What follows belongs to an exercise in optimizing a design on an open flow for small area and a short achievable clock period; a production flow would make more cautious choices. Where RTL was checked, it was by simulation tests only, not by an equivalence proof against the original. The RTL of runs 5 and 6 was laid out without a check of its function.

[flow/flow/run.sh]
#!/bin/bash
# Standard layout, except: the synthesis maps with flow/abc_speed.script,
# the ports get plain buffers, and timing repair aims below the period.
set -euo pipefail
rm -rf scripts_local
cp -r "$FLOW_HOME/scripts" scripts_local
cp flow/abc_speed.script scripts_local/abc_speed.script
export SCRIPTS_DIR=$PWD/scripts_local
export BUFFER_PORTS_ARGS="-buffer_cell sky130_fd_sc_hd__buf_2"
export SETUP_SLACK_MARGIN=10.2
bash standard.sh > standard.log 2>&1
[flow/flow/abc_speed.script]
strash
dch -f
&get -n
&nf -R 20 -p
&put
topo
stime -c
buffer -c
upsize -c
dnsize -c
[flow/standard.sh]
#!/bin/bash
# synth_recipe.tcl (not shown) runs the flow's synth.tcl, then flattens the netlist and writes it again
# the make line also repeats each setting of config.mk as NAME=value (left out here)
make -C /OpenROAD-flow-scripts/flow DESIGN_CONFIG=/design/flow/config.mk WORK_HOME=/design/flow/orfs CLKGATE_MAP_FILE= SYNTH_SCRIPT=/design/flow/synth_recipe.tcl "${@:-finish}"
[flow/config.mk]
export PLATFORM = sky130hd
export DESIGN_NAME = encoder
export DESIGN_NICKNAME = encoder
export VERILOG_FILES = /design/flow/design.v
export SDC_FILE = /design/flow/constraint.sdc
export NUM_CORES = 8
export LEC_CHECK = 0
export CAP_MARGIN = 20
export CORE_MARGIN = 2
export CORE_UTILIZATION = 65
export CTS_CLUSTER_DIAMETER = 100
export CTS_CLUSTER_SIZE = 20
export SLEW_MARGIN = 20
[flow/constraint.sdc]
create_clock -name core_clock -period 14.0 [get_ports {clk}]
set_input_delay 2.8000 -clock core_clock [delete_from_list [all_inputs] [get_ports {clk}]]
set_output_delay 2.8000 -clock core_clock [all_outputs]
set_load 0.01 [all_outputs]
[flow/design.v]
module encoder (
    input clk,
    input rst_n,
    input [31:0] data_in,
    output logic [31:0] data_out
);
    logic [7:0] cnt;              
    logic [7:0] cnt_nxt;
    logic [1:0] u, un;
    logic [5:0] v, vn;
    assign cnt_nxt = (cnt == 8'd254) ? 8'd0 : cnt + 8'd1;
    assign u = cnt[7:6];
    assign v = cnt[5:0];
    assign un = cnt_nxt[7:6];
    assign vn = cnt_nxt[5:0];
    always_ff @(posedge clk) begin
        if (!rst_n) cnt <= 8'd254;
        else cnt <= cnt_nxt;
    end
    logic ptop;
    always_ff @(posedge clk) begin
        if (!rst_n) ptop <= 1'b0;
        else ptop <= (vn != 6'd0) && (vn <= 6'd59);
    end
    logic acc;
    assign acc = (vn < 6'd59) || (vn == 6'd59 && un != 2'd3);
    logic [3:0][7:0] enc;
    always_ff @(posedge clk) begin
        enc[3] <= data_in[31:24];
        if (acc) enc[2:0] <= data_in[23:0];
    end
    logic [7:0] el [0:3];
    logic [7:0] cat [0:7];        
    always_comb begin
        for (int s = 0; s < 4; s++) begin
            el[s] = enc[3 - s];
            cat[s] = enc[3 - s];
            cat[s + 4] = data_in[31 - 8 * s -: 8];
        end
    end
    logic [3:0][7:0] rot;
    logic [3:0][7:0] rot_d;
    always_comb begin
        for (int j = 0; j < 4; j++) begin
            rot_d[j] = cat[j + 3 - un];
            if ((j == 0 && vn == 6'd0) || vn > 6'd59 || !rst_n) rot_d[j] = 8'd0;
        end
    end
    always_ff @(posedge clk) begin
        rot <= rot_d;
    end
    logic [127:0] par;            
    logic [127:0] peff;
    logic [31:0] fb;              
    logic [127:0] mp;
    logic [127:0] pnew;
    assign peff[127:96] = ptop ? par[127:96] : 32'd0;
    assign peff[95:64] = par[95:64];
    assign peff[63:0] = (cnt == 8'd254) ? 64'd0 : par[63:0];
    always_comb begin
        for (int e = 0; e < 4; e++)
            fb[8 * e +: 8] = peff[8 * (12 + e) +: 8] ^ rot[3 - e];
        pnew = {peff[95:0], 32'd0} ^ mp;
    end
    logic [208:0] cx;
    assign cx[0] = fb[4] ^ fb[21];
    assign cx[1] = fb[20] ^ fb[31];
    assign cx[2] = fb[9] ^ fb[23];
    assign cx[3] = fb[6] ^ fb[8];
    assign cx[4] = fb[5] ^ fb[28];
    assign cx[5] = fb[0] ^ fb[18];
    assign cx[6] = fb[7] ^ fb[30];
    assign cx[7] = fb[3] ^ fb[11];
    assign cx[8] = fb[1] ^ fb[19];
    assign cx[9] = fb[16] ^ fb[24];
    assign cx[10] = fb[2] ^ fb[22];
    assign cx[11] = fb[15] ^ fb[25];
    assign cx[12] = fb[17] ^ fb[29];
    assign cx[13] = fb[10] ^ fb[13];
    assign cx[14] = fb[26] ^ fb[27];
    assign cx[15] = fb[14] ^ cx[3];
    assign cx[16] = fb[12] ^ cx[0];
    assign cx[17] = fb[16] ^ cx[2];
    assign cx[18] = fb[10] ^ cx[9];
    assign cx[19] = fb[3] ^ cx[6];
    assign cx[20] = fb[4] ^ fb[12];
    assign cx[21] = cx[1] ^ cx[8];
    assign cx[22] = fb[14] ^ fb[17];
    assign cx[23] = fb[5] ^ cx[13];
    assign cx[24] = cx[5] ^ cx[7];
    assign cx[25] = fb[25] ^ cx[10];
    assign cx[26] = fb[24] ^ cx[4];
    assign cx[27] = fb[8] ^ fb[22];
    assign cx[28] = fb[7] ^ fb[15];
    assign cx[29] = fb[6] ^ cx[1];
    assign cx[30] = fb[27] ^ fb[29];
    assign cx[31] = fb[18] ^ cx[12];
    assign cx[32] = fb[1] ^ cx[11];
    assign cx[33] = fb[13] ^ fb[30];
    assign cx[34] = fb[19] ^ cx[6];
    assign cx[35] = fb[2] ^ cx[2];
    assign cx[36] = fb[12] ^ fb[21];
    assign cx[37] = fb[26] ^ cx[15];
    assign cx[38] = fb[0] ^ fb[4];
    assign cx[39] = fb[9] ^ fb[16];
    assign cx[40] = fb[8] ^ fb[20];
    assign cx[41] = cx[0] ^ cx[4];
    assign cx[42] = cx[3] ^ cx[14];
    assign cx[43] = fb[23] ^ cx[9];
    assign cx[44] = fb[24] ^ cx[5];
    assign cx[45] = fb[28] ^ cx[10];
    assign cx[46] = fb[22] ^ cx[7];
    assign cx[47] = fb[31] ^ cx[8];
    assign cx[48] = fb[11] ^ fb[17];
    assign cx[49] = fb[1] ^ fb[31];
    assign cx[50] = cx[11] ^ cx[19];
    assign cx[51] = fb[19] ^ cx[1];
    assign cx[52] = fb[5] ^ fb[13];
    assign cx[53] = fb[2] ^ fb[9];
    assign cx[54] = fb[15] ^ cx[16];
    assign cx[55] = fb[20] ^ cx[13];
    assign cx[56] = cx[6] ^ cx[7];
    assign cx[57] = fb[3] ^ fb[26];
    assign cx[58] = fb[10] ^ cx[2];
    assign cx[59] = fb[23] ^ cx[18];
    assign cx[60] = fb[27] ^ cx[0];
    assign cx[61] = fb[7] ^ fb[28];
    assign cx[62] = fb[0] ^ cx[20];
    assign cx[63] = fb[18] ^ cx[7];
    assign cx[64] = cx[14] ^ cx[17];
    assign cx[65] = cx[4] ^ cx[16];
    assign cx[66] = fb[21] ^ cx[12];
    assign cx[67] = fb[29] ^ cx[14];
    assign cx[68] = fb[6] ^ cx[11];
    assign cx[69] = cx[4] ^ cx[5];
    assign cx[70] = fb[9] ^ cx[25];
    assign cx[71] = fb[29] ^ cx[37];
    assign cx[72] = fb[10] ^ cx[34];
    assign cx[73] = fb[7] ^ cx[32];
    assign cx[74] = fb[5] ^ fb[26];
    assign cx[75] = fb[25] ^ cx[12];
    assign cx[76] = fb[31] ^ cx[30];
    assign cx[77] = fb[22] ^ cx[5];
    assign cx[78] = cx[8] ^ cx[26];
    assign cx[79] = fb[20] ^ cx[15];
    assign cx[80] = fb[1] ^ fb[27];
    assign cx[81] = fb[27] ^ cx[9];
    assign cx[82] = fb[14] ^ cx[27];
    assign cx[83] = fb[25] ^ cx[13];
    assign cx[84] = fb[3] ^ cx[29];
    assign cx[85] = fb[29] ^ cx[3];
    assign cx[86] = cx[23] ^ cx[28];
    assign cx[87] = cx[0] ^ cx[44];
    assign cx[88] = fb[2] ^ fb[23];
    assign cx[89] = fb[30] ^ cx[22];
    assign cx[90] = fb[4] ^ cx[15];
    assign cx[91] = cx[1] ^ cx[22];
    assign cx[92] = fb[21] ^ cx[31];
    assign cx[93] = cx[2] ^ cx[20];
    assign cx[94] = cx[10] ^ cx[52];
    assign cx[95] = fb[13] ^ cx[61];
    assign cx[96] = fb[25] ^ cx[36];
    assign cx[97] = fb[28] ^ cx[21];
    assign cx[98] = fb[24] ^ cx[8];
    assign cx[99] = fb[13] ^ fb[17];
    assign cx[100] = fb[11] ^ cx[35];
    assign cx[101] = cx[9] ^ cx[41];
    assign cx[102] = cx[15] ^ cx[46];
    assign cx[103] = cx[1] ^ cx[27];
    assign cx[104] = fb[0] ^ cx[55];
    assign cx[105] = fb[8] ^ cx[21];
    assign cx[106] = fb[3] ^ cx[4];
    assign cx[107] = fb[21] ^ cx[58];
    assign cx[108] = fb[22] ^ cx[33];
    assign cx[109] = fb[7] ^ cx[11];
    assign cx[110] = cx[24] ^ cx[39];
    assign cx[111] = fb[26] ^ cx[5];
    assign cx[112] = fb[30] ^ cx[16];
    assign cx[113] = fb[19] ^ cx[50];
    assign cx[114] = fb[6] ^ fb[14];
    assign cx[115] = fb[10] ^ cx[28];
    assign cx[116] = cx[9] ^ cx[29];
    assign cx[117] = fb[2] ^ fb[30];
    assign cx[118] = cx[19] ^ cx[49];
    assign cx[119] = cx[23] ^ cx[32];
    assign cx[120] = fb[26] ^ cx[26];
    assign cx[121] = fb[5] ^ cx[12];
    assign cx[122] = fb[18] ^ cx[19];
    assign cx[123] = fb[11] ^ cx[39];
    assign cx[124] = cx[60] ^ cx[99];
    assign cx[125] = cx[8] ^ cx[25];
    assign cx[126] = fb[18] ^ cx[23];
    assign cx[127] = fb[24] ^ cx[10];
    assign cx[128] = fb[10] ^ cx[7];
    assign cx[129] = fb[1] ^ cx[104];
    assign cx[130] = cx[16] ^ cx[48];
    assign cx[131] = cx[24] ^ cx[34];
    assign cx[132] = fb[23] ^ cx[54];
    assign cx[133] = cx[13] ^ cx[26];
    assign cx[134] = cx[17] ^ cx[74];
    assign cx[135] = cx[5] ^ cx[43];
    assign cx[136] = fb[31] ^ cx[11];
    assign cx[137] = fb[28] ^ cx[38];
    assign cx[138] = fb[16] ^ fb[22];
    assign cx[139] = cx[69] ^ cx[80];
    assign cx[140] = fb[4] ^ cx[47];
    assign cx[141] = fb[31] ^ cx[73];
    assign cx[142] = cx[7] ^ cx[89];
    assign cx[143] = fb[14] ^ cx[14];
    assign cx[144] = fb[6] ^ fb[11];
    assign cx[145] = cx[15] ^ cx[33];
    assign cx[146] = fb[24] ^ fb[27];
    assign cx[147] = cx[53] ^ cx[92];
    assign cx[148] = cx[85] ^ cx[110];
    assign cx[149] = fb[20] ^ cx[131];
    assign cx[150] = cx[17] ^ cx[25];
    assign cx[151] = cx[30] ^ cx[35];
    assign cx[152] = cx[1] ^ cx[20];
    assign cx[153] = cx[10] ^ cx[43];
    assign cx[154] = fb[19] ^ cx[14];
    assign cx[155] = cx[36] ^ cx[98];
    assign cx[156] = fb[21] ^ cx[22];
    assign cx[157] = cx[12] ^ cx[18];
    assign cx[158] = cx[12] ^ cx[46];
    assign cx[159] = fb[1] ^ cx[13];
    assign cx[160] = cx[36] ^ cx[63];
    assign cx[161] = fb[8] ^ cx[14];
    assign cx[162] = fb[24] ^ cx[2];
    assign cx[163] = fb[30] ^ cx[58];
    assign cx[164] = fb[19] ^ cx[17];
    assign cx[165] = cx[51] ^ cx[81];
    assign cx[166] = cx[4] ^ cx[7];
    assign cx[167] = fb[29] ^ cx[42];
    assign cx[168] = cx[12] ^ cx[68];
    assign cx[169] = cx[6] ^ cx[23];
    assign cx[170] = cx[30] ^ cx[39];
    assign cx[171] = fb[0] ^ cx[16];
    assign cx[172] = fb[15] ^ cx[5];
    assign cx[173] = cx[11] ^ cx[103];
    assign cx[174] = fb[9] ^ cx[62];
    assign cx[175] = cx[28] ^ cx[59];
    assign cx[176] = fb[7] ^ cx[106];
    assign cx[177] = cx[2] ^ cx[45];
    assign cx[178] = cx[27] ^ cx[76];
    assign cx[179] = cx[38] ^ cx[56];
    assign cx[180] = fb[17] ^ cx[24];
    assign cx[181] = fb[21] ^ cx[24];
    assign cx[182] = cx[5] ^ cx[40];
    assign cx[183] = cx[6] ^ cx[94];
    assign cx[184] = cx[19] ^ cx[42];
    assign cx[185] = cx[8] ^ cx[101];
    assign cx[186] = fb[23] ^ cx[121];
    assign cx[187] = fb[1] ^ fb[17];
    assign cx[188] = cx[50] ^ cx[78];
    assign cx[189] = fb[28] ^ cx[75];
    assign cx[190] = fb[13] ^ cx[82];
    assign cx[191] = fb[16] ^ cx[111];
    assign cx[192] = cx[33] ^ cx[69];
    assign cx[193] = cx[4] ^ cx[20];
    assign cx[194] = cx[2] ^ cx[77];
    assign cx[195] = cx[93] ^ cx[169];
    assign cx[196] = cx[6] ^ cx[26];
    assign cx[197] = cx[12] ^ cx[65];
    assign cx[198] = cx[40] ^ cx[80];
    assign cx[199] = cx[18] ^ cx[41];
    assign cx[200] = cx[11] ^ cx[56];
    assign cx[201] = cx[18] ^ cx[61];
    assign cx[202] = cx[31] ^ cx[164];
    assign cx[203] = fb[19] ^ cx[18];
    assign cx[204] = fb[4] ^ cx[95];
    assign cx[205] = fb[8] ^ cx[53];
    assign cx[206] = cx[3] ^ cx[17];
    assign cx[207] = cx[29] ^ cx[66];
    assign cx[208] = cx[105] ^ cx[112];
    assign mp[0] = fb[14] ^ cx[69] ^ cx[117] ^ cx[165];
    assign mp[1] = fb[0] ^ fb[3] ^ cx[66] ^ cx[68] ^ cx[97];
    assign mp[2] = fb[0] ^ fb[7] ^ cx[47] ^ cx[67] ^ cx[82] ^ cx[101];
    assign mp[3] = fb[14] ^ cx[47] ^ cx[168] ^ cx[194];
    assign mp[4] = cx[4] ^ cx[49] ^ cx[143] ^ cx[175];
    assign mp[5] = fb[2] ^ fb[11] ^ fb[28] ^ cx[81] ^ cx[168];
    assign mp[6] = fb[12] ^ cx[19] ^ cx[189] ^ cx[191];
    assign mp[7] = cx[14] ^ cx[31] ^ cx[33] ^ cx[140];
    assign mp[8] = fb[12] ^ cx[86] ^ cx[102] ^ cx[165];
    assign mp[9] = cx[11] ^ cx[17] ^ cx[79] ^ cx[95] ^ cx[130];
    assign mp[10] = cx[110] ^ cx[154] ^ cx[207];
    assign mp[11] = fb[15] ^ cx[41] ^ cx[49] ^ cx[145] ^ cx[180];
    assign mp[12] = fb[2] ^ fb[4] ^ cx[40] ^ cx[63] ^ cx[159] ^ cx[170];
    assign mp[13] = fb[0] ^ cx[65] ^ cx[142] ^ cx[203] ^ cx[205];
    assign mp[14] = fb[9] ^ cx[3] ^ cx[31] ^ cx[46] ^ cx[119] ^ cx[152];
    assign mp[15] = fb[26] ^ cx[16] ^ cx[34] ^ cx[100] ^ cx[114] ^ cx[126];
    assign mp[16] = fb[31] ^ cx[5] ^ cx[9] ^ cx[42] ^ cx[48] ^ cx[70] ^ cx[204];
    assign mp[17] = fb[12] ^ fb[25] ^ cx[8] ^ cx[31] ^ cx[58] ^ cx[143] ^ cx[176];
    assign mp[18] = cx[12] ^ cx[39] ^ cx[72] ^ cx[173];
    assign mp[19] = fb[6] ^ fb[28] ^ cx[6] ^ cx[25] ^ cx[43] ^ cx[55] ^ cx[60];
    assign mp[20] = fb[3] ^ cx[52] ^ cx[87] ^ cx[114] ^ cx[151];
    assign mp[21] = fb[10] ^ fb[22] ^ cx[90] ^ cx[188];
    assign mp[22] = fb[29] ^ cx[38] ^ cx[74] ^ cx[100] ^ cx[109] ^ cx[116];
    assign mp[23] = fb[5] ^ cx[18] ^ cx[96] ^ cx[184] ^ cx[187];
    assign mp[24] = fb[13] ^ fb[14] ^ fb[20] ^ fb[23] ^ cx[25] ^ cx[160];
    assign mp[25] = fb[19] ^ fb[24] ^ cx[57] ^ cx[132] ^ cx[190];
    assign mp[26] = fb[5] ^ cx[24] ^ cx[54] ^ cx[146] ^ cx[205];
    assign mp[27] = fb[18] ^ cx[8] ^ cx[79] ^ cx[100] ^ cx[199];
    assign mp[28] = cx[15] ^ cx[86] ^ cx[202];
    assign mp[29] = fb[9] ^ cx[48] ^ cx[72] ^ cx[79] ^ cx[172];
    assign mp[30] = cx[5] ^ cx[21] ^ cx[36] ^ cx[115] ^ cx[123];
    assign mp[31] = cx[10] ^ cx[48] ^ cx[55] ^ cx[155];
    assign mp[32] = fb[3] ^ cx[60] ^ cx[182] ^ cx[201];
    assign mp[33] = fb[9] ^ fb[11] ^ cx[27] ^ cx[75] ^ cx[185];
    assign mp[34] = cx[150] ^ cx[184] ^ cx[197];
    assign mp[35] = cx[108] ^ cx[134] ^ cx[207];
    assign mp[36] = fb[22] ^ cx[43] ^ cx[84] ^ cx[89] ^ cx[137];
    assign mp[37] = cx[87] ^ cx[141] ^ cx[186];
    assign mp[38] = fb[16] ^ fb[18] ^ fb[30] ^ cx[3] ^ cx[74] ^ cx[125];
    assign mp[39] = fb[7] ^ fb[17] ^ cx[35] ^ cx[84] ^ cx[154];
    assign mp[40] = fb[27] ^ cx[2] ^ cx[21] ^ cx[28] ^ cx[62] ^ cx[166];
    assign mp[41] = fb[2] ^ cx[65] ^ cx[85] ^ cx[129];
    assign mp[42] = fb[0] ^ cx[30] ^ cx[45] ^ cx[51] ^ cx[132] ^ cx[145];
    assign mp[43] = fb[11] ^ fb[19] ^ cx[16] ^ cx[30] ^ cx[33] ^ cx[82];
    assign mp[44] = cx[8] ^ cx[81] ^ cx[179] ^ cx[190];
    assign mp[45] = fb[8] ^ cx[4] ^ cx[9] ^ cx[32] ^ cx[35] ^ cx[62] ^ cx[91];
    assign mp[46] = fb[6] ^ cx[57] ^ cx[119] ^ cx[147];
    assign mp[47] = cx[10] ^ cx[14] ^ cx[24] ^ cx[72] ^ cx[90];
    assign mp[48] = cx[56] ^ cx[59] ^ cx[65] ^ cx[178];
    assign mp[49] = fb[31] ^ cx[17] ^ cx[75] ^ cx[108] ^ cx[144] ^ cx[193];
    assign mp[50] = fb[18] ^ fb[28] ^ cx[0] ^ cx[9] ^ cx[14] ^ cx[99] ^ cx[102];
    assign mp[51] = fb[9] ^ cx[89] ^ cx[136] ^ cx[181] ^ cx[203];
    assign mp[52] = fb[23] ^ cx[14] ^ cx[66] ^ cx[182] ^ cx[188];
    assign mp[53] = fb[30] ^ cx[70] ^ cx[87] ^ cx[97] ^ cx[167];
    assign mp[54] = cx[4] ^ cx[19] ^ cx[25] ^ cx[67] ^ cx[105] ^ cx[107];
    assign mp[55] = cx[0] ^ cx[7] ^ cx[29] ^ cx[45] ^ cx[67] ^ cx[163];
    assign mp[56] = fb[11] ^ cx[13] ^ cx[103] ^ cx[112] ^ cx[135];
    assign mp[57] = fb[11] ^ fb[22] ^ cx[22] ^ cx[47] ^ cx[52] ^ cx[96] ^ cx[162];
    assign mp[58] = fb[11] ^ fb[24] ^ cx[0] ^ cx[37] ^ cx[117] ^ cx[136];
    assign mp[59] = cx[0] ^ cx[40] ^ cx[64] ^ cx[126] ^ cx[200];
    assign mp[60] = fb[17] ^ fb[19] ^ cx[64] ^ cx[79] ^ cx[192];
    assign mp[61] = fb[9] ^ fb[27] ^ cx[15] ^ cx[92] ^ cx[97] ^ cx[115];
    assign mp[62] = fb[15] ^ fb[18] ^ fb[21] ^ fb[29] ^ cx[40] ^ cx[45] ^ cx[72] ^ cx[123];
    assign mp[63] = cx[36] ^ cx[51] ^ cx[158] ^ cx[163];
    assign mp[64] = cx[61] ^ cx[63] ^ cx[150] ^ cx[156] ^ cx[198];
    assign mp[65] = fb[10] ^ cx[45] ^ cx[54] ^ cx[57] ^ cx[202];
    assign mp[66] = fb[14] ^ fb[29] ^ cx[6] ^ cx[53] ^ cx[83] ^ cx[185];
    assign mp[67] = cx[49] ^ cx[107] ^ cx[167] ^ cx[172] ^ cx[196];
    assign mp[68] = fb[14] ^ fb[19] ^ fb[30] ^ cx[59] ^ cx[84] ^ cx[92];
    assign mp[69] = cx[34] ^ cx[48] ^ cx[87] ^ cx[173];
    assign mp[70] = cx[21] ^ cx[77] ^ cx[96] ^ cx[134];
    assign mp[71] = fb[17] ^ fb[21] ^ cx[8] ^ cx[42] ^ cx[104] ^ cx[153];
    assign mp[72] = fb[17] ^ cx[98] ^ cx[102] ^ cx[109] ^ cx[171];
    assign mp[73] = fb[20] ^ fb[26] ^ cx[44] ^ cx[73] ^ cx[93] ^ cx[94];
    assign mp[74] = fb[23] ^ cx[20] ^ cx[48] ^ cx[86] ^ cx[127] ^ cx[161];
    assign mp[75] = cx[28] ^ cx[78] ^ cx[124] ^ cx[194];
    assign mp[76] = cx[24] ^ cx[40] ^ cx[88] ^ cx[115] ^ cx[197];
    assign mp[77] = fb[5] ^ cx[8] ^ cx[16] ^ cx[108] ^ cx[148];
    assign mp[78] = fb[6] ^ cx[10] ^ cx[21] ^ cx[22] ^ cx[195];
    assign mp[79] = fb[2] ^ fb[14] ^ cx[29] ^ cx[43] ^ cx[86] ^ cx[181];
    assign mp[80] = fb[2] ^ cx[64] ^ cx[113] ^ cx[193];
    assign mp[81] = cx[12] ^ cx[14] ^ cx[38] ^ cx[84] ^ cx[133];
    assign mp[82] = fb[15] ^ cx[24] ^ cx[35] ^ cx[71] ^ cx[155];
    assign mp[83] = fb[23] ^ cx[27] ^ cx[120] ^ cx[129];
    assign mp[84] = fb[0] ^ cx[54] ^ cx[56] ^ cx[71] ^ cx[78];
    assign mp[85] = cx[30] ^ cx[32] ^ cx[116] ^ cx[174] ^ cx[183];
    assign mp[86] = fb[0] ^ fb[6] ^ cx[83] ^ cx[88] ^ cx[118] ^ cx[120] ^ cx[156];
    assign mp[87] = cx[63] ^ cx[67] ^ cx[90] ^ cx[127] ^ cx[141];
    assign mp[88] = fb[21] ^ cx[1] ^ cx[10] ^ cx[37] ^ cx[59] ^ cx[106];
    assign mp[89] = cx[60] ^ cx[109] ^ cx[158] ^ cx[206];
    assign mp[90] = cx[16] ^ cx[22] ^ cx[53] ^ cx[116] ^ cx[122];
    assign mp[91] = fb[19] ^ fb[20] ^ cx[22] ^ cx[68] ^ cx[88] ^ cx[191] ^ cx[204];
    assign mp[92] = fb[6] ^ fb[27] ^ cx[31] ^ cx[45] ^ cx[47] ^ cx[175];
    assign mp[93] = cx[88] ^ cx[149] ^ cx[189];
    assign mp[94] = fb[29] ^ cx[44] ^ cx[57] ^ cx[208];
    assign mp[95] = fb[5] ^ cx[21] ^ cx[33] ^ cx[60] ^ cx[70];
    assign mp[96] = fb[13] ^ fb[22] ^ cx[37] ^ cx[174] ^ cx[196];
    assign mp[97] = fb[0] ^ cx[15] ^ cx[23] ^ cx[73] ^ cx[76] ^ cx[162];
    assign mp[98] = fb[11] ^ fb[16] ^ cx[10] ^ cx[62] ^ cx[119];
    assign mp[99] = cx[177] ^ cx[179] ^ cx[187];
    assign mp[100] = cx[13] ^ cx[44] ^ cx[71] ^ cx[118] ^ cx[177];
    assign mp[101] = fb[10] ^ fb[14] ^ cx[140] ^ cx[151] ^ cx[200];
    assign mp[102] = fb[15] ^ cx[117] ^ cx[120] ^ cx[128] ^ cx[152];
    assign mp[103] = fb[25] ^ cx[3] ^ cx[7] ^ cx[16] ^ cx[52] ^ cx[76];
    assign mp[104] = cx[70] ^ cx[149] ^ cx[157];
    assign mp[105] = fb[25] ^ fb[26] ^ cx[59] ^ cx[180] ^ cx[208];
    assign mp[106] = fb[16] ^ cx[23] ^ cx[67] ^ cx[118] ^ cx[171];
    assign mp[107] = fb[18] ^ cx[21] ^ cx[83] ^ cx[90] ^ cx[170] ^ cx[176];
    assign mp[108] = fb[14] ^ fb[18] ^ cx[41] ^ cx[57] ^ cx[68] ^ cx[138];
    assign mp[109] = fb[19] ^ cx[28] ^ cx[38] ^ cx[42] ^ cx[138] ^ cx[186];
    assign mp[110] = fb[17] ^ fb[20] ^ cx[6] ^ cx[139] ^ cx[206];
    assign mp[111] = cx[3] ^ cx[47] ^ cx[147] ^ cx[201];
    assign mp[112] = cx[9] ^ cx[34] ^ cx[46] ^ cx[71] ^ cx[83] ^ cx[93];
    assign mp[113] = fb[11] ^ cx[11] ^ cx[91] ^ cx[161] ^ cx[195];
    assign mp[114] = cx[41] ^ cx[113] ^ cx[135] ^ cx[178];
    assign mp[115] = fb[7] ^ fb[12] ^ cx[91] ^ cx[159] ^ cx[166];
    assign mp[116] = fb[8] ^ cx[10] ^ cx[107] ^ cx[111] ^ cx[113];
    assign mp[117] = cx[21] ^ cx[27] ^ cx[38] ^ cx[64] ^ cx[128];
    assign mp[118] = fb[10] ^ cx[26] ^ cx[35] ^ cx[130] ^ cx[198];
    assign mp[119] = cx[70] ^ cx[85] ^ cx[133] ^ cx[160];
    assign mp[120] = fb[2] ^ cx[17] ^ cx[50] ^ cx[51] ^ cx[124];
    assign mp[121] = cx[57] ^ cx[77] ^ cx[91] ^ cx[199];
    assign mp[122] = fb[1] ^ cx[1] ^ cx[148] ^ cx[183];
    assign mp[123] = fb[12] ^ cx[32] ^ cx[55] ^ cx[114] ^ cx[146];
    assign mp[124] = cx[51] ^ cx[64] ^ cx[137] ^ cx[142];
    assign mp[125] = cx[1] ^ cx[54] ^ cx[139] ^ cx[157];
    assign mp[126] = cx[66] ^ cx[125] ^ cx[144] ^ cx[192];
    assign mp[127] = fb[12] ^ cx[21] ^ cx[71] ^ cx[122] ^ cx[153];
    always_ff @(posedge clk) begin
        par <= pnew;
    end
    logic [3:0] msg;
    logic [7:0] tw [0:19];
    logic [31:0] dnext;
    always_comb begin
        for (int i = 0; i < 4; i++) tw[i] = par[8 * (15 - i) +: 8];
        for (int i = 0; i < 16; i++) tw[i + 4] = pnew[8 * (15 - i) +: 8];
        for (int s = 0; s < 4; s++) begin
            msg[s] = (v <= 6'd58) || (v == 6'd59 && s < 3 - u) || (v == 6'd63 && s >= 3 - u);
            dnext[31 - 8 * s -: 8] = msg[s] ? el[s] : tw[s + u + 1];
        end
    end
    always_ff @(posedge clk) begin
        data_out <= dnext;
    end
endmodule
==> qor.yml, run 1 <==
yosys:
  synth_edf_count: 24
  synth_warnings: 4
  synthAdderAreaFrac: 0.00159
  synth_area_leaders: "xnor2_1 (31%), dfxtp_1 (27%), xor2_1 (13%)"
  netlist.area_leader.share: 0.306
  ys.flop_type: "dfxtp_1"
  muxShareOfSynthArea: 0.00143
  synth_area_leader_cell: "xnor2_1"
  synth_top_family_by_area: "XOR/XNOR gates"
  synth_nets: 1600
  ys_ff_latch: 233
  avgSynthCellArea_um2: 10.1
  synth-simple-area-share: 0.0609
  synth_compound_area_frac: 0.0799
  syn-cell-area_um2: 15800
  synth-xor-area-share: 0.529
  seq_area_frac_synth: 0.311
  synthDistinctLibCells: 44
  async_flop_share: 0
  syn_inst: 1564
sta:
  layout_min_cycle_time_ns: 3.84
  slew_viol_final: 0
  fmax_ghz: 0.261
  hold_viol: 0
  fin_skew_ns: 0.0273
  setup_viol: 0
  period_share: 0.274
  rsz0062_at_grt: "yes"
  tns_ns: 0
  slew_headroom: 0.148
  worst-slew-pin-transition_ns: 1.27
job:
  drv_cap: 0
global_routing:
  grt_max_degree: 65
  antenna_found_initial: 0
  grt_overflow: 0
  grt.total_usage: 0.414
  first_global_vias: 11787
  grt_pass1_wl_um: 77400
detailed_routing:
  drt-pass1-iter-count: 8
  drc_errors: 0
  vias_per_cell: 6.02
  post_drt_wl_per_cell_um: 26.8
  drtAntennaViolNets: 0
  vias: 12230
  drt_iter0_drc: 1742
  wirelength_um: 54300
place:
  placedCellCount: 1928
  dp_hpwl_um: 39300
  place_area_um2: 16600
  gp_congestion: 1.09
  io_buffers: 65
critical_path:
  cp_common_cell: "xor2_2"
  cp_data_arrival_time_ns: 4.21
  r2r-start: "ptop"
  cp.required_ns: 14.38
  critPathKind: "reg -> reg"
  path_max_fanout: 32
  reg2reg_slack_ns: 10.16
  cp-end-kind: "flop"
  r2r_cells: 12
  cp_slowest_cell: "xor2_2"
  timing.rr.end: "data_out[4]"
  startpoint_type: "flop"
  slowest_delay_ns: 0.61
  cp_cell_sequence: "buf_4 -> nand2_1 -> xor2_2 -> buf_4 -> xor2_4 -> xor2_2 -> xor2_2 -> xnor2_1 -> xor2_1 -> xnor2_1 -> a221oi_1 -> nor2_1"
clock_tree:
  numCtsBuffers: 15
  cts_tree: "built"
  path_clk_slew_ns: 0.09
  clockBufferDepth: 3
  worstSkewPairLatency_ns: 0.52
  cts-htree-levels: 1
  cts_root_buffer: "clkbuf_16"
  cts-hold-fix-buffers: 0
  cts_sinks: 233
run_status:
  status: "finished clean"
min_path:
  hold_start: "par[6]"
  hold_path_end: "par[38]"
  min_path_cells: 2
  hold_path_class: "reg -> reg"
final_layout:
  final_nets: 1742
  layout.cells.non_filler: 2030
  areaGrowthSynthToFinish_pct: 15.0
  drive_above_1_share: 0.186
  utilization: 0.767
  n_antenna_cell: 0
  fin_area_um2: 18100
  final_common_cell: "xnor2_1"
  final_cell_mix: "xnor2_1 (535), xor2_1 (216), dfxtp_1 (203), nand2_1 (149), buf_4 (106)"
floorplanning:
  rows: 56
  initial_core_util: 0.667
  dieArea_um2: 25500
  die_h_um: 160
  die_width_um: 160
  ios: 66
  core_um2: 23600
worst max path at each step:
stage,from,end,slack [ns]
after floorplan,rst_n,rot[0],10.50
after global placement,rst_n,rot[7],9.45
after detailed placement,rst_n,rot[3],9.34
after CTS,ptop,data_out[4],10.16
after global routing,ptop,data_out[4],10.12
final,ptop,data_out[4],10.16
registers in the layout (all words and copies together) (netlist names):
name      flops
cnt           8
data_out     32
enc          32
par         128
ptop          1
rot          32
area by class of cell:
class	instances	area, µm²
clock buffers	20	394
clock inverters	2	17.5
fillers	1713	5500
inverters	4	15.0
multi-input cells	1270	11000
flip-flops and latches	233	4910
well taps	319	399
repair buffers	182	1340
metrics by stage:
step / hold WS (ns) / worst slack (ns)
final: 0.462 / 10.16
after global routing: 0.482 / 10.12
after CTS: 0.448 / 10.16
after detailed placement: 0.455 / 9.34
after global placement: 0.448 / 9.45
after floorplan: 0.436 / 10.50
worst max-delay path, delay by kind of cell, from the launching register on:
kind | cells | cell delay [ns]
xor+xnor | 7 | 2.05
buf+inv | 2 | 0.68
compound gates | 1 | 0.38
flops | 1 | 0.31
simple gates | 2 | 0.25
layer usage:
layer,global-route usage,vias up,wire length [µm]
met2,0.637,869,23900
met4,0.269,0,3880
met1,0.539,5811,20700
met5,0,-,0
met3,0.0712,213,5840
li1,-,5337,-
cells by family (layout without fill, tap and decap cells):
kind of cell / after synthesis / after routing
adder cells (fa/ha/maj): 2 / 2
buffers and inverters: 61 / 208
flip-flops: 233 / 233
multiplexers: 2 / 2
AO/OA/AOI/OAI: 179 / 179
XOR/XNOR: 852 / 852
AND/OR/NAND/NOR: 235 / 235
cells in the mapped netlist (5+ instances only):
cell type / n
o21ai_0: 21
clkbuf_1: 42
buf_2: 7
a222oi_1: 8
nand2_1: 150
xor2_2: 19
a221oi_1: 29
edfxtp_1: 24
a21oi_1: 35
a22oi_1: 53
xor2_4: 30
xor2_1: 234
and3_1: 8
a31oi_1: 18
xnor2_1: 551
xnor2_2: 14
a221o_1: 5
nor2_1: 52
dfxtp_1: 209
what timing repair did:
action,4_1_cts,5_1_grt
cloned,0,0
pin swaps,10,9
setup endpoints to repair,45,29
setup buffers,33,47
gates resized for setup,27,20
==> run 2, diff against run 1 <==
--- a/flow/flow/run.sh
+++ b/flow/flow/run.sh
@@ -8,4 +8,4 @@
 export SCRIPTS_DIR=$PWD/scripts_local
 export BUFFER_PORTS_ARGS="-buffer_cell sky130_fd_sc_hd__buf_2"
-export SETUP_SLACK_MARGIN=10.2
+export SETUP_SLACK_MARGIN=0
 bash standard.sh > standard.log 2>&1
==> run 2 against run 1 <==
Effect of this change:
- clock skew increased by 0.0019 ns
- non-clock buffer count decreased by 80
- cell count decreased by 3.9%
- via count decreased by 3.8%
- global-route usage decreased by 0.54 points
==> qor.yml, run 2 <==
run_status:
  status: "finished clean"
critical_path:
  cp.required_ns: 14.39
  cp-end-kind: "flop"
  critPathKind: "reg -> reg"
  path_max_fanout: 32
  cp_data_arrival_time_ns: 4.85
  startpoint_type: "flop"
place:
  gp_congestion: 1.09
  place_area_um2: 16600
  io_buffers: 65
  dp_hpwl_um: 39300
yosys:
  avgSynthCellArea_um2: 10.1
  synth.most_common_cell: "xnor2_1"
  ys.flop_type: "dfxtp_1"
  synth_area_leader_cell: "xnor2_1"
  synth_warnings: 4
  seq_area_frac_synth: 0.311
  syn_inst: 1564
  synthDistinctLibCells: 44
  async_flop_share: 0
  synth_nets: 1600
  synth_area_leaders: "xnor2_1 (31%), dfxtp_1 (27%), xor2_1 (13%)"
  ys_top_cells_by_count: "xnor2_1 (551), xor2_1 (234), dfxtp_1 (209), nand2_1 (150), a22oi_1 (53)"
  netlist.area_leader.share: 0.306
  synth_edf_count: 24
  syn-cell-area_um2: 15800
  ys_ff_latch: 233
final_layout:
  largest_register_ffs: 128
  utilization: 0.721
  final_nets: 1662
  fin_area_um2: 17000
  n_antenna_cell: 0
  drive_above_1_share: 0.127
  regMostFlops: "par"
  final_common_cell: "xnor2_1"
  areaGrowthSynthToFinish_pct: 8.12
  final_cell_mix: "xnor2_1 (549), xor2_1 (226), dfxtp_1 (209), nand2_1 (150), buf_2 (65)"
detailed_routing:
  post_drt_wl_per_cell_um: 27.0
  drt-pass1-iter-count: 6
  wirelength_um: 52600
  drt_iter0_drc: 1586
  drtAntennaViolNets: 0
  vias: 11764
  vias_per_cell: 6.03
  drc_errors: 0
floorplanning:
  die_h_um: 160
  dieArea_um2: 25500
  initial_core_util: 0.667
  core_um2: 23600
  rows: 56
  die_width_um: 160
  ios: 66
min_path:
  hold_path_class: "reg -> reg"
job:
  drv_cap: 0
sta:
  slew_headroom: 0.234
  hold_viol: 0
  fin_skew_ns: 0.0292
  worst-slew-pin-transition_ns: 1.15
  setup_viol: 0
  period_share: 0.319
  layout_min_cycle_time_ns: 4.46
  rsz0062_at_grt: "no"
  slew_viol_final: 0
  fmax_ghz: 0.224
  tns_ns: 0
global_routing:
  antenna_found_initial: 0
  grt_overflow: 0
  grt_max_degree: 65
  grt_pass1_wl_um: 76300
  grt.total_usage: 0.408
  first_global_vias: 11537
clock_tree:
  cts-hold-fix-buffers: 0
  cts_root_buffer: "clkbuf_16"
  cts_sinks: 233
  cts-htree-levels: 1
  clockBufferDepth: 3
  numCtsBuffers: 15
  path_clk_slew_ns: 0.09
  worstSkewPairLatency_ns: 0.52
  cts_setup_buffers: 0
  post_cts_resized: 0
  cts_tree: "built"
==> run 2: cell counts after synthesis <==
No cell type changed its count.
==> run 2: logic make-up (layout without fill, tap and decap cells) <==
kind of cell,Yosys count,after routing,synth area share
compound gates,179,179,0.0799
xor+xnor,852,852,0.529
fa+ha+maj,2,2,0.00159
buf+inv,61,128,0.0160
flops,233,233,0.311
mux,2,2,0.00143
simple gates,235,235,0.0609
==> run 2: final cells by class <==
class                   instances  area, µm²
clock inverters                 2       17.5
well taps                     319        399
multi-input cells            1270      10700
clock buffers                  20        394
fillers                      1846       6580
inverters                       4       15.0
flip-flops and latches        233       4900
repair buffers                102        603
==> run 2: path summary, 6_finish.rpt <==
kind / cells past startpoint / end / start / slack (ns)
worst min-delay path: 2 / par[38] / par[6] / 0.45
worst max register to register: 11 / data_out[3] / ptop / 9.54
worst max-delay path: 11 / data_out[3] / ptop / 9.54
worst min register to register: 2 / par[38] / par[6] / 0.45
==> run 2: critical path: stages, from the launching register on <==
cell and delay, ns:
dfxtp_1 0.31, buf_4 0.32, nand2_1 0.19, xor2_4 0.63, xnor2_2 0.35, xnor2_1 0.63
xor2_1 0.29, xnor2_1 0.59, xnor2_1 0.33, a221o_1 0.39, a221oi_1 0.22, nor2_1 0.07
==> run 2: per-layer routing <==
layer	global-route usage	share of wire	up-vias
li1	-	-	5177
met1	0.534	0.39	5578
met2	0.636	0.44	818
met3	0.0727	0.10	191
met4	0.242	0.070	0
met5	0	0	-
==> run 2: per-stage QoR <==
stage	hold WS, ns	worst slack [ns]	std cells
after global placement	0.448	9.45	1928
after floorplan	0.436	10.50	1564
after detailed placement	0.455	9.34	1928
after global routing	0.474	9.49	1950
final	0.452	9.54	1950
after CTS	0.448	9.67	1950
==> run 3, diff against run 2 <==
--- a/flow/flow/run.sh
+++ b/flow/flow/run.sh
@@ -8,4 +8,4 @@
 export SCRIPTS_DIR=$PWD/scripts_local
 export BUFFER_PORTS_ARGS="-buffer_cell sky130_fd_sc_hd__buf_2"
-export SETUP_SLACK_MARGIN=0
+export SETUP_SLACK_MARGIN=10.0
 bash standard.sh > standard.log 2>&1
==> flow/flow/abc_speed.script (replaced) <==
strash
dch -f
map -a
topo
stime -c
==> run 3 against run 2 <==
Effect of this change:
- worst setup slack better by 0.45 ns
- utilization up 3.5 points
- synthesized cell count up 10%
- clock skew down 0.0030 ns
- fmax up 11%
- sequential share of layout area down 0.20 points
- die area down 3.9%
- sequential cell count unchanged
- first-iteration DRC count up 37%
- worst hold slack better by 0.022 ns
- via count up 17%
- highest routed layer unchanged
==> qor.yml, run 3 <==
final_layout:
  final_nets: 1898
  areaGrowthSynthToFinish_pct: 13.6
  largest_register_ffs: 128
  n_antenna_cell: 0
  final_common_cell: "xor2_1"
  final_cell_mix: "xor2_1 (535), nand2_1 (250), xnor2_1 (214), dfxtp_1 (206), clkinv_1 (93)"
  drive_above_1_share: 0.132
  seqCellArea_um2: 4910
  regMostFlops: "par"
  multi_input_area_um2: 10300
  fillers: 1713
  layout.cells.non_filler: 2155
  utilization: 0.756
floorplanning:
  core_um2: 22700
  die_h_um: 157
  initial_core_util: 0.666
  die_width_um: 157
  dieArea_um2: 24500
  ios: 66
  rows: 55
detailed_routing:
  drc_errors: 0
  vias: 13743
  drtAntennaViolNets: 0
  post_drt_wl_per_cell_um: 28.0
  drt-pass1-iter-count: 6
  drt_iter0_drc: 2171
  vias_per_cell: 6.38
  wirelength_um: 60300
clock_tree:
  worstSkewPairLatency_ns: 0.52
  cts_sinks: 233
  cts_tree: "built"
  cts-htree-levels: 1
  clockBufferDepth: 3
  cts_root_buffer: "clkbuf_16"
  path_clk_slew_ns: 0.10
  numCtsBuffers: 16
yosys:
  synth_area_leaders: "xor2_1 (32%), dfxtp_1 (28%), xnor2_1 (13%)"
  syn_inst: 1727
  synth_warnings: 4
  netlist.area_leader.share: 0.322
  ys_ff_latch: 233
  syn-cell-area_um2: 15100
  synth_nets: 1763
  synthDistinctLibCells: 26
  async_flop_share: 0
  ys.flop_type: "dfxtp_1"
  avgSynthCellArea_um2: 8.76
  synth.most_common_cell: "xor2_1"
  ys_top_cells_by_count: "xor2_1 (556), nand2_1 (280), xnor2_1 (221), dfxtp_1 (209), clkinv_1 (105)"
  synth_area_leader_cell: "xor2_1"
  synth_edf_count: 24
  seq_area_frac_synth: 0.324
critical_path:
  reg2reg_slack_ns: 9.98
  cp_data_arrival_time_ns: 4.44
  startpoint_type: "flop"
  cp-end-kind: "flop"
  crit_path_start: "ptop"
  r2r-start: "ptop"
  timing.rr.end: "par[27]"
  cp.required_ns: 14.42
  path_max_fanout: 55
  r2r_cells: 11
  critPathKind: "reg -> reg"
sta:
  worst-slew-pin-transition_ns: 1.21
  rsz0062_at_grt: "yes"
  tns_ns: 0
  setup_ws_ns: 9.98
  period_share: 0.287
  hold_viol: 0
  slew_viol_final: 0
  fin_skew_ns: 0.0262
  slew_headroom: 0.192
  fmax_ghz: 0.249
  layout_min_cycle_time_ns: 4.02
  setup_viol: 0
place:
  gp_congestion: 1.21
  post-place-ws_ns: 8.68
  dp_hpwl_um: 45100
  placedCellCount: 2118
  io_buffers: 65
global_routing:
  antenna_found_initial: 0
  grt_pass1_wl_um: 85800
  first_global_vias: 13011
  grt_max_degree: 68
  grt.total_usage: 0.488
  grt_overflow: 0
min_path:
  hold_path_end: "data_out[28]"
  hold_start: "enc[28]"
  hold_path_class: "reg -> reg"
  min_path_cells: 2
job:
  drv_cap: 0
run_status:
  status: "finished clean"
==> run 3: cell types whose count changed in the layout (fill, tap and decap cells not counted), moves of 26 or more <==
cell      delta
clkinv_1    +93
xnor2_1    -335
xor2_1     +309
a21oi_1     +40
xor2_4      -26
nand2_1    +100
==> run 3: logic make-up after synthesis <==
group / after synthesis / synth area share
xor gates and xnor gates: 777 / 0.450
AOI/OAI and AO/OA: 227 / 0.0948
and+or+nand+nor: 383 / 0.103
adders and majority gates: 2 / 0.00165
buffers and inverters: 105 / 0.0261
DFF: 233 / 0.324
==> run 3: how the worst max path moves through the flow <==
stage,end,slack [ns],depth (start not counted)
finish,par[27],9.98,11
floorplan,enc[0],9.82,6
global route,data_out[13],9.94,18
detailed placement,data_out[10],8.68,18
CTS,data_out[15],10.01,19
global placement,data_out[18],8.67,18
==> run 3: repair_timing <==
item,in CTS,in global routing
gates cloned,0,1
endpoints found under the setup margin,88,81
pin swaps,2,5
gates resized for setup,53,36
setup buffers,4,6
hold buffers,0,0
==> run 3: worst max-delay path, stage by stage (launching register included) <==
cell      delay (ns)
dfxtp_2         0.36
buf_12          0.24
nand2_1         0.10
or2_2           0.28
nand2_1         0.06
buf_4           0.34
clkinv_1        0.30
nand2_1         0.16
nand2_2         0.25
xor2_1          1.02
xor2_1          0.50
xor2_1          0.30
==> run 3: area by class of cell <==
class	count	share of cell area
Multi-Input combinational cell	1390	0.599
Sequential cell	233	0.286
Timing Repair Buffer	116	0.0420
Clock buffer	23	0.0261
Inverter	105	0.0245
Tap cell	285	0.0208
Clock inverter	3	0.00211
==> run 3: per-layer routing <==
metal	GRT usage	up-vias	routed length, µm
met5	0	-	0
met1	0.639	6370	22200
met4	0.275	0	5080
met2	0.699	1194	23700
met3	0.172	351	9330
li1	-	5828	-
==> run 3: metrics by stage <==
step | cell area, µm² | hold WS (ns)
floorplan | 15200 | 0.425
global placement | 16200 | 0.441
detailed placement | 16200 | 0.450
global route | 17200 | 0.494
CTS | 16900 | 0.465
finish | 17200 | 0.474
==> run 4, diff against run 3 <==
--- a/flow/flow/run.sh
+++ b/flow/flow/run.sh
@@ -8,4 +8,4 @@
 export SCRIPTS_DIR=$PWD/scripts_local
 export BUFFER_PORTS_ARGS="-buffer_cell sky130_fd_sc_hd__buf_2"
-export SETUP_SLACK_MARGIN=10.0
+export SETUP_SLACK_MARGIN=10.3
 bash standard.sh > standard.log 2>&1
==> flow/flow/abc_speed.script (replaced) <==
strash
dch -f
&get -n
&nf -R 1000 -p
&put
topo
stime -c
==> run 4 against run 3 <==
Effect of this change:
- utilization grew 4.2 points
- highest routed layer unchanged
- sequential cell count unchanged
- clock skew is 0.011 ns higher
- worst hold slack got worse by 0.0044 ns
- still clean on timing, DRC and antenna
- sequential share of layout area is 0.47 points lower
- critical path depth is 1 higher
- die area down 3.1%
- cell count is 8.8% lower
- final area up 2.0%
==> qor.yml, run 4 <==
yosys:
  ys_ff_latch: 233
  synth_compound_area_frac: 0.0861
  netlist.area_leader.share: 0.350
  ys_top_cells_by_count: "xnor2_1 (585), xor2_1 (268), dfxtp_1 (209), nand2_1 (147), nor2_1 (57)"
  synth-xor-area-share: 0.510
  async_flop_share: 0
  synth_edf_count: 24
  syn_inst: 1506
  synthAdderAreaFrac: 0.00171
  synth_area_leader_cell: "xnor2_1"
  synth_warnings: 4
  seq_area_frac_synth: 0.335
  synth.most_common_cell: "xnor2_1"
  synth-simple-area-share: 0.0644
  synth_nets: 1542
  synth_top_family_by_area: "XOR/XNOR gates"
  avgSynthCellArea_um2: 9.72
  ys.flop_type: "dfxtp_1"
  synthDistinctLibCells: 31
  synth_area_leaders: "xnor2_1 (35%), dfxtp_1 (29%), xor2_1 (16%)"
  muxShareOfSynthArea: 0.00154
  syn-cell-area_um2: 14600
critical_path:
  critPathKind: "reg -> reg"
  cp-end-kind: "flop"
  cp_cell_sequence: "buf_6 -> nand2_1 -> xor2_2 -> buf_4 -> xor2_2 -> buf_4 -> xor2_2 -> xnor2_1 -> xnor2_1 -> a221o_1 -> a221oi_1 -> nor2_1"
  slowest_delay_ns: 0.54
  cp.required_ns: 14.39
  cp_slowest_cell: "xor2_2"
  cp_data_arrival_time_ns: 4.16
  cp_common_cell: "xor2_2"
  path_max_fanout: 17
  startpoint_type: "flop"
min_path:
  hold_path_class: "reg -> reg"
clock_tree:
  cts-hold-fix-buffers: 0
  cts_sinks: 233
  numCtsBuffers: 15
  cts_root_buffer: "clkbuf_16"
  cts_tree: "built"
  worstSkewPairLatency_ns: 0.52
  path_clk_slew_ns: 0.09
  cts-htree-levels: 1
  clockBufferDepth: 3
global_routing:
  grt_max_degree: 40
  grt_pass1_wl_um: 77400
  antenna_found_initial: 0
  first_global_vias: 11797
  grt.total_usage: 0.450
  grt_overflow: 0
floorplanning:
  rows: 54
  initial_core_util: 0.667
  ios: 66
  die_h_um: 154
  dieArea_um2: 23700
  core_um2: 22000
  die_width_um: 154
sta:
  tns_ns: 0
  rsz0062_at_grt: "yes"
  setup_ws_ns: 10.23
  setup_viol: 0
  layout_min_cycle_time_ns: 3.77
  fin_skew_ns: 0.0373
  hold_viol: 0
  hold_ws_ns: 0.470
  slew_headroom: 0.146
  slew_viol_final: 0
  period_share: 0.269
  worst-slew-pin-transition_ns: 1.28
  fmax_ghz: 0.265
detailed_routing:
  vias_per_cell: 6.35
  wl_met3_um: 7900
  drtAntennaViolNets: 0
  drt-pass1-iter-count: 6
  wirelength_um: 54800
  post_drt_wl_per_cell_um: 27.9
  dr.max_layer_used: "met4"
  wl_met2_um: 22800
  wl_met1_um: 20400
  drt_iter0_drc: 1869
  drc_errors: 0
  vias: 12485
job:
  drv_cap: 0
place:
  placedCellCount: 1910
  place_area_um2: 16000
  gp_congestion: 1.12
  post-place-ws_ns: 9.23
  io_buffers: 65
  dp_hpwl_um: 39900
final_layout:
  final_cell_mix: "xnor2_1 (559), xor2_1 (217), dfxtp_1 (192), nand2_1 (146), buf_4 (90)"
  layout.cells.non_filler: 1966
  utilization: 0.798
  final_common_cell: "xnor2_1"
  fillers: 1453
  largest_register_ffs: 128
  n_antenna_cell: 0
  multi_input_area_um2: 10700
  fin_area_um2: 17500
  drive_above_1_share: 0.167
  areaGrowthSynthToFinish_pct: 19.7
  final_nets: 1718
  regMostFlops: "par"
  seqCellArea_um2: 4930
run_status:
  status: "finished clean"
==> run 4: logic make-up after synthesis <==
family | after synthesis
xor+xnor | 853
simple gates | 233
flops | 233
compound gates | 179
buf+inv | 4
mux | 2
fa+ha+maj | 2
==> run 4: timing repair <==
action,in CTS,in global routing
resized for setup,71,40
endpoints found under the setup margin,163,78
setup buffers,11,23
cloned,0,1
pin swaps,6,6
==> run 4: final cells by class <==
class                      count  area share
timing repair buffer         158      0.0657
clock buffer                  20      0.0225
inverter                       4    0.000857
sequential                   233       0.281
multi-input combinational   1270       0.609
clock inverter                 1    0.000500
tap                          280      0.0200
==> run 4: path summary, 6_finish.rpt <==
check,start,end,slack (ns),depth (start not counted)
hold / removal,par[43],par[75],0.47,2
hold reg to reg,par[43],par[75],0.47,2
setup reg to reg,ptop,data_out[4],10.23,12
setup / recovery,ptop,data_out[4],10.23,12
==> run 4: worst max-delay path: cells and delay by family, from the launching register on <==
family / cells / cell delay [ns]
buffers and inverters: 3 / 0.84
and+or+nand+nor: 2 / 0.20
AOI/OAI and AO/OA: 2 / 0.66
DFF: 1 / 0.50
xor gates and xnor gates: 5 / 1.42
==> run 4: layer usage <==
layer | GRT usage | up-vias
met5 | 0 | -
met4 | 0.220 | 0
met3 | 0.158 | 267
met2 | 0.664 | 1044
met1 | 0.586 | 5905
li1 | - | 5269
==> run 5, diff against run 4 <==
--- a/flow/design.v
+++ b/flow/design.v
@@ -24,5 +24,10 @@
     end
     logic acc;
-    assign acc = (vn < 6'd59) || (vn == 6'd59 && un != 2'd3);
+    logic [7:0] cnt_nxt2;
+    assign cnt_nxt2 = (cnt_nxt == 8'd254) ? 8'd0 : cnt_nxt + 8'd1;
+    always_ff @(posedge clk) begin
+        if (!rst_n) acc <= 1'b1;
+        else acc <= (cnt_nxt2[5:0] < 6'd59) || (cnt_nxt2[5:0] == 6'd59 && cnt_nxt2[7:6] != 2'd3);
+    end
     logic [3:0][7:0] enc;
     always_ff @(posedge clk) begin
@@ -44,5 +49,5 @@
         for (int j = 0; j < 4; j++) begin
             rot_d[j] = cat[j + 3 - un];
-            if ((j == 0 && vn == 6'd0) || vn > 6'd59 || !rst_n) rot_d[j] = 8'd0;
+            if ((j == 0 && vn == 6'd0) || vn > 6'd59) rot_d[j] = 8'd0;
         end
     end
@@ -55,7 +60,11 @@
     logic [127:0] mp;
     logic [127:0] pnew;
+    logic first;
+    always_ff @(posedge clk) begin
+        if (!rst_n) first <= 1'b0;
+        else first <= (vn == 6'd0);
+    end
     assign peff[127:96] = ptop ? par[127:96] : 32'd0;
-    assign peff[95:64] = par[95:64];
-    assign peff[63:0] = (cnt == 8'd254) ? 64'd0 : par[63:0];
+    assign peff[95:0] = first ? 96'd0 : par[95:0];
     always_comb begin
         for (int e = 0; e < 4; e++)
--- a/flow/flow/run.sh
+++ b/flow/flow/run.sh
@@ -8,4 +8,4 @@
 export SCRIPTS_DIR=$PWD/scripts_local
 export BUFFER_PORTS_ARGS="-buffer_cell sky130_fd_sc_hd__buf_2"
-export SETUP_SLACK_MARGIN=10.3
+export SETUP_SLACK_MARGIN=10.1
 bash standard.sh > standard.log 2>&1
==> run 5 against run 4 <==
Effect of this change:
- still clean
- final area is 0.87% higher
- via count is 2.5% higher
- clock-buffer cell count is 1 higher
- synthesized cell count is 3.0% higher
- critical path type unchanged
- critical endpoint is now data_out[2]
==> qor.yml, run 5 <==
sta:
  period_share: 0.281
  setup_ws_ns: 10.07
  tns_ns: 0
  rsz0062_at_grt: "yes"
  worst-slew-pin-transition_ns: 1.26
  hold_viol: 0
  fin_skew_ns: 0.0238
  setup_viol: 0
  slew_viol_final: 0
  slew_headroom: 0.157
  fmax_ghz: 0.255
  layout_min_cycle_time_ns: 3.93
yosys:
  seq_area_frac_synth: 0.327
  synth_warnings: 4
  synth_nets: 1590
  ys_top_cells_by_count: "xnor2_1 (638), xor2_1 (217), dfxtp_1 (211), nand2_1 (87), a22oi_1 (57)"
  ys_ff_latch: 235
  ys.flop_type: "dfxtp_1"
  syn-cell-area_um2: 15100
  synth_area_leaders: "xnor2_1 (37%), dfxtp_1 (28%), xor2_1 (13%)"
  synth_area_leader_cell: "xnor2_1"
  syn_inst: 1551
  async_flop_share: 0
  synth_edf_count: 24
  avgSynthCellArea_um2: 9.75
  netlist.area_leader.share: 0.369
  synthDistinctLibCells: 35
  synth.most_common_cell: "xnor2_1"
final_layout:
  n_antenna_cell: 0
  final_nets: 1769
  final_cell_mix: "xnor2_1 (619), dfxtp_1 (208), xor2_1 (173), buf_4 (93), nand2_1 (87)"
  fillers: 1566
  largest_register_ffs: 128
  drive_above_1_share: 0.144
  regMostFlops: "par"
  areaGrowthSynthToFinish_pct: 16.9
  final_common_cell: "xnor2_1"
  fin_area_um2: 17700
floorplanning:
  ios: 66
  core_um2: 22700
  rows: 55
  die_width_um: 157
  die_h_um: 157
  initial_core_util: 0.666
  dieArea_um2: 24500
critical_path:
  cp.required_ns: 14.38
  cp-end-kind: "flop"
  crit_path_end: "data_out[2]"
  slowest_delay_ns: 0.57
  reg2reg_slack_ns: 10.07
  r2r-start: "ptop"
  crit_cells: 11
  cp_data_arrival_time_ns: 4.31
  cp_cell_sequence: "nand2_1 -> xor2_2 -> buf_4 -> xnor2_4 -> xor2_4 -> buf_4 -> xor2_2 -> xor2_1 -> xnor2_1 -> a221oi_1 -> nor2_1"
  r2r_cells: 11
  critPathKind: "reg -> reg"
  cp_slowest_cell: "dfxtp_4"
  crit_path_start: "ptop"
  startpoint_type: "flop"
  timing.rr.end: "data_out[2]"
  cpLargestDelayFamily: "XOR/XNOR gates"
  path_max_fanout: 32
  path_buf_inv: 2
detailed_routing:
  drt_iter0_drc: 1719
  wirelength_um: 57000
  vias_per_cell: 6.33
  drt-pass1-iter-count: 9
  post_drt_wl_per_cell_um: 28.2
  vias: 12793
  drc_errors: 0
  drtAntennaViolNets: 0
clock_tree:
  numCtsBuffers: 15
  clockBufferDepth: 3
  cts-htree-levels: 1
  cts_sinks: 235
  cts_root_buffer: "clkbuf_16"
  cts-hold-fix-buffers: 0
  path_clk_slew_ns: 0.09
  worstSkewPairLatency_ns: 0.53
  cts_tree: "built"
place:
  gp_congestion: 1.16
  post-place-ws_ns: 9.12
  dp_hpwl_um: 42200
  place_area_um2: 16500
  io_buffers: 65
global_routing:
  grt_overflow: 0
  grt_pass1_wl_um: 81300
  antenna_found_initial: 0
  grt_max_degree: 58
  first_global_vias: 12317
  grt.total_usage: 0.464
min_path:
  min_path_cells: 2
  hold_path_class: "reg -> reg"
job:
  drv_cap: 0
run_status:
  status: "finished clean"
[run 5: cell types whose count changed after synthesis, moves of 7 or more]
cell	change
a221oi_1	-7
nand2_1	-60
nand2b_1	+46
nor2b_1	+50
xnor2_1	+53
xor2_1	-51
[run 5: final cells by class]
type	instances	area (µm²)	area share
clock inverter	2	15.0	0.000849
multi-input combinational	1310	10900	0.614
tap	285	357	0.0202
inverter	6	22.5	0.00127
sequential	235	4950	0.280
clock buffer	21	398	0.0225
timing repair buffer	162	1080	0.0611
[run 5: cells by family after synthesis]
| group | share of synthesized area |
|---|---|
| XOR/XNOR | 0.495 |
| AND/OR/NAND/NOR | 0.0860 |
| flip-flops | 0.327 |
| AO/OA/AOI/OAI | 0.0863 |
| buffers and inverters | 0.00149 |
| adder cells (fa/ha/maj) | 0.00414 |
[run 5: worst min-delay path by stage]
stage / from / endpoint / slack [ns]
2_1_floorplan: enc[26] / data_out[26] / 0.42
3_3_place_gp: enc[31] / data_out[31] / 0.44
3_5_place_dp: enc[27] / data_out[27] / 0.44
4_1_cts: enc[27] / data_out[27] / 0.46
5_1_grt: enc[27] / data_out[27] / 0.49
6_report: enc[26] / data_out[26] / 0.47
[run 5: tightest hold or removal path, cell delays in order (launching register included)]
cell	delay, ns
dfxtp_1	0.34
nand2_1	0.05
o21ai_0	0.06
[run 5: metrics by stage]
| stage | util | hold slack, ns | instances |
|---|---|---|---|
| CTS | 0.760 | 0.460 | 1992 |
| finish | 0.779 | 0.472 | 2021 |
| global placement | 0.727 | 0.437 | 1967 |
| floorplan | - | 0.420 | 1551 |
| detailed placement | 0.729 | 0.438 | 1968 |
| global route | 0.779 | 0.486 | 2021 |
[run 5: timing repair]
action | in CTS | in global routing
endpoints found under the hold margin | 0 | 0
endpoints found under the setup margin | 85 | 25
setup buffers | 1 | 28
gates resized for setup | 33 | 20
pin swaps | 2 | 5
[run 5: layer usage]
layer	GRT usage	routed length, µm	vias up
met5	0	0	-
met4	0.370	5540	0
met3	0.112	6650	307
met2	0.707	24600	1027
met1	0.561	20200	6023
li1	-	-	5436
==> run 6, diff against run 5 <==
--- a/flow/flow/run.sh
+++ b/flow/flow/run.sh
@@ -8,4 +8,4 @@
 export SCRIPTS_DIR=$PWD/scripts_local
 export BUFFER_PORTS_ARGS="-buffer_cell sky130_fd_sc_hd__buf_2"
-export SETUP_SLACK_MARGIN=10.1
+export SETUP_SLACK_MARGIN=10.3
 bash standard.sh > standard.log 2>&1
==> run 6 against run 5 <==
Effect of this change:
- still clean on timing, DRC and antenna
- fmax is 1.7% lower
- global-route usage is 3.9 points higher
- non-clock buffer count is 10 higher
- sequential share of layout area is 0.90 points lower
- final area is 4.0% higher
- cell count is 0.45% higher
- synthesized cell count stayed put
- critical endpoint is now data_out[6]
- highest routed layer unchanged
==> qor.yml, run 6 <==
detailed_routing:
  drt_iter0_drc: 2234
  drt-pass1-iter-count: 13
  drtAntennaViolNets: 0
  vias_per_cell: 6.78
  drc_errors: 0
  vias: 13757
  post_drt_wl_per_cell_um: 31.6
global_routing:
  grt.total_usage: 0.504
  grt_pass1_wl_um: 88200
  first_global_vias: 13163
  grt_max_degree: 59
  antenna_found_initial: 0
  grt_overflow: 0
final_layout:
  drive_above_1_share: 0.185
  final_common_cell: "xnor2_1"
  areaGrowthSynthToFinish_pct: 21.6
  final_nets: 1779
  final_cell_mix: "xnor2_1 (601), dfxtp_1 (183), xor2_1 (160), buf_4 (98), nand2_1 (87)"
  n_antenna_cell: 0
clock_tree:
  worstSkewPairLatency_ns: 0.52
  cts-htree-levels: 1
  cts_sinks: 235
  cts_root_buffer: "clkbuf_16"
  numCtsBuffers: 15
  path_clk_slew_ns: 0.09
  clockBufferDepth: 3
  cts_tree: "built"
yosys:
  avgSynthCellArea_um2: 9.75
  synth.most_common_cell: "xnor2_1"
  ys_top_cells_by_count: "xnor2_1 (638), xor2_1 (217), dfxtp_1 (211), nand2_1 (87), a22oi_1 (57)"
  async_flop_share: 0
  synth_edf_count: 24
  synth_area_leader_cell: "xnor2_1"
  syn_inst: 1551
  synthDistinctLibCells: 35
  ys_ff_latch: 235
  synth_nets: 1590
  syn-cell-area_um2: 15100
  seq_area_frac_synth: 0.327
floorplanning:
  die_h_um: 157
  core_um2: 22700
  rows: 55
  dieArea_um2: 24500
  die_width_um: 157
  initial_core_util: 0.666
min_path:
  hold_start: "par[6]"
  hold_path_class: "reg -> reg"
sta:
  setup_ws_ns: 10.00
  setup_viol: 0
  hold_viol: 0
  tns_ns: 0
  slew_viol_final: 0
  fin_skew_ns: 0.0150
  layout_min_cycle_time_ns: 4.00
  worst-slew-pin-transition_ns: 1.12
  slew_headroom: 0.254
  rsz0062_at_grt: "yes"
run_status:
  status: "finished clean"
critical_path:
  startpoint_type: "flop"
  path_max_fanout: 17
  cp_data_arrival_time_ns: 4.36
  cp-end-kind: "flop"
  cp.required_ns: 14.36
  critPathKind: "reg -> reg"
  r2r-start: "ptop"
place:
  io_buffers: 65
  post-place-ws_ns: 9.16
  gp_congestion: 1.09
run 6: cell counts after synthesis:
No cell type changed its count.
run 6: path summary, 6_finish.rpt:
| path | slack [ns] | cells after the start | end |
|---|---|---|---|
| worst max-delay path | 10.00 | 12 | data_out[6] |
| worst min register to register | 0.48 | 2 | par[38] |
| worst min-delay path | 0.48 | 2 | par[38] |
| worst max register to register | 10.00 | 12 | data_out[6] |
run 6: logic make-up (layout without fill, tap and decap cells):
kind of cell    count (synthesis)  in the layout  share of synthesized area
xor+xnor                      855            855                      0.495
fa+ha+maj                       5              5                    0.00414
buf+inv                         6            200                    0.00149
simple gates                  264            264                     0.0860
compound gates                186            186                     0.0863
flops                         235            235                      0.327
run 6: timing repair:
action                     4_1_cts  5_1_grt
setup endpoints to repair      132       94
hold buffers                     0        0
resized for setup               82       73
buffers inserted                12       28
pin swaps                        4        7
run 6: per-layer routing:
metal | GRT usage | wire (µm) | vias up
li1 | - | - | 5446
met1 | 0.602 | 21200 | 6300
met2 | 0.757 | 26400 | 1468
met3 | 0.118 | 8720 | 543
met4 | 0.446 | 7930 | 0
met5 | 0 | 0 | -
run 6: layout make-up:
| class | count | area (µm²) |
|---|---|---|
| repair buffers | 172 | 1350 |
| flip-flops and latches | 235 | 4980 |
| fillers | 1328 | 4330 |
| inverters | 6 | 22.5 |
| clock inverters | 1 | 8.76 |
| well taps | 285 | 357 |
| multi-input cells | 1310 | 11200 |
| clock buffers | 21 | 419 |
run 6: critical path: stages, from the launching register on:
cell and delay, ns:
dfxtp_4 0.49, nand2_1 0.16, xor2_1 0.28, buf_4 0.34
xnor2_1 0.16, buf_4 0.35, xor2_2 0.45, xor2_2 0.39
xnor2_1 0.26, xnor2_2 0.20, a22o_1 0.25, a221oi_1 0.31
o21ai_0 0.17
run 6: per-stage QoR:
stage,hold slack (ns),std cells,utilization,cell area [µm²]
3_3_place_gp,0.449,1967,0.728,16500
2_1_floorplan,0.420,1551,-,15300
4_1_cts,0.487,2001,0.777,17600
6_report,0.484,2030,0.810,18400
3_5_place_dp,0.468,1967,0.729,16500
5_1_grt,0.500,2030,0.810,18400

-- re-timing with driven ports --
No port has a modelled driver above. Below, the same layouts with a new extraction and two added sets of constraints. Step 1: set_driving_cell puts a clkbuf_16 on clk and a buf_2 on each other input, an assumption about the parent block. Step 2 also shifts input and output timing later by t, the mid clock arrival at the registers, as if the neighbouring blocks saw the same clock. a / b / c = no drivers / after step 1 / after step 2; a / b = the first two.
| run | shift t [ns] | slack for setup (ns) | worst setup path at the end | slew at the worst register clock pin (ns) |
|---|---|---|---|---|
| run 1 | 0.557 | 10.163 / 10.163 / 9.939 | input to register | 0.09 / 0.09 |
| run 2 | 0.554 | 9.536 / 9.536 / 9.307 | input to register | 0.09 / 0.09 |
| run 3 | 0.561 | 9.983 / 9.983 / 9.652 | input to register | 0.10 / 0.10 |
| run 4 | 0.551 | 10.231 / 10.188 / 9.990 | input to register | 0.10 / 0.10 |
| run 5 | 0.567 | 10.072 / 10.072 / 10.072 | register to register | 0.09 / 0.09 |
| run 6 | 0.560 | 10.003 / 10.003 / 10.003 | register to register | 0.09 / 0.09 |
After both steps setup and hold are still met in every run listed. For run 3, which loses most, drivers alone change the setup slack by 0.000 ns; drivers and shift together by -0.331 ns.
